From an optimization exercise on the open Yosys and OpenROAD flow, aimed at small area, a short achievable clock period and few clock cycles per item; shortcuts taken in it are not production practice.
Only simulation tests tie the RTL to the original design; equivalence was not proved.

Setup of run 1:
## SNN
module SNN(
	input            clk,
	input            rst_n,
	input            in_valid,
	input [7:0]      img,
	input [7:0]      ker,
	input [7:0]      weight,
	output reg       out_valid,
	output reg [9:0] out_data
);
For scale: roughly 3,400 cells after synthesis, ~42,000 sq um of cells after synthesis.
make LEC_CHECK=0 ABC_CLOCK_PERIOD_IN_PS=4000 CAP_MARGIN=20 CORE_MARGIN=2 CORE_UTILIZATION=60 CTS_CLUSTER_DIAMETER=80 CTS_CLUSTER_SIZE=25 PLACE_DENSITY=0.75 SLEW_MARGIN=20 SYNTH_HIERARCHICAL=1 SYNTH_MINIMUM_KEEP_SIZE=0 finish   # period 16.0 ns
run.sh (not shown) runs the stock make flow with config.mk's settings and CLKGATE_MAP_FILE= SYNTH_SCRIPT=/design/flow/synth_recipe.tcl, a recipe that flattens the netlist after the stock synthesis.
Testbench counts of run 1, summed over its fixed seeds: cycles 25,920, items 320.
Here is what was changed in the inputs of run 2 compared with run 1.
- clearing CTS_CLUSTER_SIZE, which used to be 25
- clearing CTS_CLUSTER_DIAMETER, which used to be 80
==> flow/flow/run.sh (new file) <==
#!/bin/bash
# Standard ORFS layout (the standard.sh with its unchanged synthesis),
# with repair_timing aiming for 11.7 ns of setup margin at the design's
# 16 ns clock, port buffers of buf_2 cells, and clock tree synthesis with
# sink clusters of up to 25 flip-flops within 80 um and no dummy loads.
set -euo pipefail
bash standard.sh SETUP_SLACK_MARGIN=11.76 \
  "BUFFER_PORTS_ARGS=-buffer_cell sky130_fd_sc_hd__buf_2" \
  "CTS_ARGS=-sink_clustering_enable -repair_clock_nets -sink_clustering_size 25 -sink_clustering_max_diameter 80 -dont_use_dummy_load" \
  finish > standard_flow.log 2>&1
==> flow/standard.sh (new file) <==
#!/bin/bash
# synth_recipe.tcl (not shown) runs the flow's synth.tcl, then flattens the netlist and writes it again
# the make line also repeats each setting of config.mk as NAME=value (left out here)
make -C /OpenROAD-flow-scripts/flow DESIGN_CONFIG=/design/flow/config.mk WORK_HOME=/design/flow/orfs CLKGATE_MAP_FILE= SYNTH_SCRIPT=/design/flow/synth_recipe.tcl "${@:-finish}"
removed: flow/run.sh
[summary]
Run 1 vs run 2, endpoint of the most critical setup path: kr[5][2]$_DFFE_PP_ vs out_data[1]. Tightest hold margin in run 2 is 0.028 ns lower than in run 1. Going from run 1 to run 2, shortest period the worst path allows down 0.87 ns. Run 1 has a lower overall track demand over capacity in global routing than run 2. Against run 1, run 2 reports a met2 track utilization from global routing that is higher. The multi-input logic portion of the cell area reported for run 2 is greater than that of run 1 by 0.41 points.
Here is what was changed in the inputs of run 3 compared with run 2.
- CORE_UTILIZATION: 60 -> 40
- PLACE_DENSITY: 0.75 -> unset
- ABC_AREA: unset -> 1
- ABC_CLOCK_PERIOD_IN_PS: 4000 -> unset
--- a/flow/flow/run.sh
+++ b/flow/flow/run.sh
@@ -7 +7 @@
-bash standard.sh SETUP_SLACK_MARGIN=11.76 \
+bash standard.sh SETUP_SLACK_MARGIN=11.7 \
Results
- Compare run 3 and run 2 | area of all placed cells without fillers lower: run 2
- Higher mean post-synth cell area among run 3 and run 2: run 2
- Run 2 has a higher post-synthesis xor/xnor area fraction than run 3.
- The register cell area after layout of run 3 and that of run 2 are within noise of each other.
- Of run 3 and run 2, the higher number of antenna cells inserted belongs to run 2.
- In the flow results for run 3 and run 2, the smallest hold slack is larger on run 2.
- In the reports for run 3 and run 2, the larger share of the yosys chip area belonging to registers belongs to run 2.
The inputs of run 4 differ from those of run 3 as listed below.
- ABC_CLOCK_PERIOD_IN_PS: unset -> 4000
- CORE_UTILIZATION: 40 -> 60
- ABC_AREA: 1 -> unset
- PLACE_DENSITY: unset -> 0.75
Run 4 ran to completion and came out clean on the timing, design-rule and antenna checks.
Run 4 against run 3: total number of vias lower, area share of xor/xnor cells in the synthesized design went up by 0.93 points, proportion of layout cells with a drive suffix above 1 +4.0 points, area fraction in compound gates after synthesis saw an increase.
Run 4 reports a lower post-synthesis cell count than run 3 does.
Cmp run 4 vs run 3: worst setup skew after layout lower in run 4
In the reports for run 3 and run 4, the smaller maximum frequency from static timing analysis belongs to run 3.
The lower met3 usage of run 3 and run 4 is in run 3.
Run 3 -> run 4: count of filler cells inserted in the layout decreased by more than a quarter
[inputs] run 5 vs run 4
- changing CORE_UTILIZATION from 60 to 40
- removing PLACE_DENSITY (formerly 0.75)
--- outcome ---
Launch point of the critical path: out_data[5]$_DFF_PN0_ -> run 5, out_data[3]$_DFF_PN0_ -> run 4. On run 5: die area is 49% higher than what run 4 gave. Taking run 4 as the reference, in run 5 number of fill cells now larger.
> inputs changed (run 5 -> run 6)
- swapping 40 for 50 in CORE_UTILIZATION
- putting PLACE_DENSITY at 0.7 where nothing was set
==> comparison <==
Run 6 completed every stage of the flow, and the final layout passed the timing, design-rule and antenna checks.
Delta (run 6 minus run 5): total number of cells along the worst setup path about even; post-layout worst setup margin now sits higher; setup slack of the worst register-to-register path decreased by 0.02 ns relative to the old numbers; non-clock buffer count saw an increase.
Looking at source of the critical timing path, the out_data[5]$_DFF_PN0_ result is from run 5; the out_data[4]$_DFF_PN0_ one comes from run 6.
Taking run 5 as the reference, in run 6 global-route wire length before repair went down by about 3%; data arrival time of the worst path lost 0.03 ns; post-detailed-route wirelength per cell has increased; global-route usage over all layers rose by 3.4 points.
Worst clock skew delta (run 6 − run 5): favourable
The higher total number of vias of run 6 and run 5 is in run 6.

[afterwards: timing with drivers on the ports]
No port has a modelled driver above. Below, the same layouts with a new extraction and two added sets of constraints.
Step 1, drivers: a clkbuf_16 drives clk and a buf_2 each remaining input, both assumed.
Step 2 also shifts input and output timing later by t, the mid clock arrival at the registers, as if the neighbouring blocks saw the same clock.
a / b / c = no drivers / after step 1 / after step 2; a / b = the first two.
run	t, ns	setup slack, ns	hold WS [ns]	slew at the worst register clock pin (ns)
run 1	0.645	10.830 / 10.797 / 10.152	0.322 / 0.322 / 0.322	0.10 / 0.10
run 2	0.623	11.701 / 11.637 / 11.101	0.294 / 0.294 / 0.294	0.10 / 0.10
run 3	0.640	11.711 / 11.644 / 11.074	0.280 / 0.280 / 0.280	0.10 / 0.10
run 4	0.615	11.736 / 11.673 / 11.189	0.287 / 0.287 / 0.287	0.10 / 0.10
run 5	0.633	11.680 / 11.614 / 11.128	0.297 / 0.297 / 0.297	0.09 / 0.09
run 6	0.627	11.708 / 11.646 / 11.144	0.288 / 0.288 / 0.288	0.10 / 0.10
After both steps every run listed still meets setup and hold. The setup slack of run 1, which loses most, moves by -0.033 ns with the drivers and by -0.678 ns with both steps.
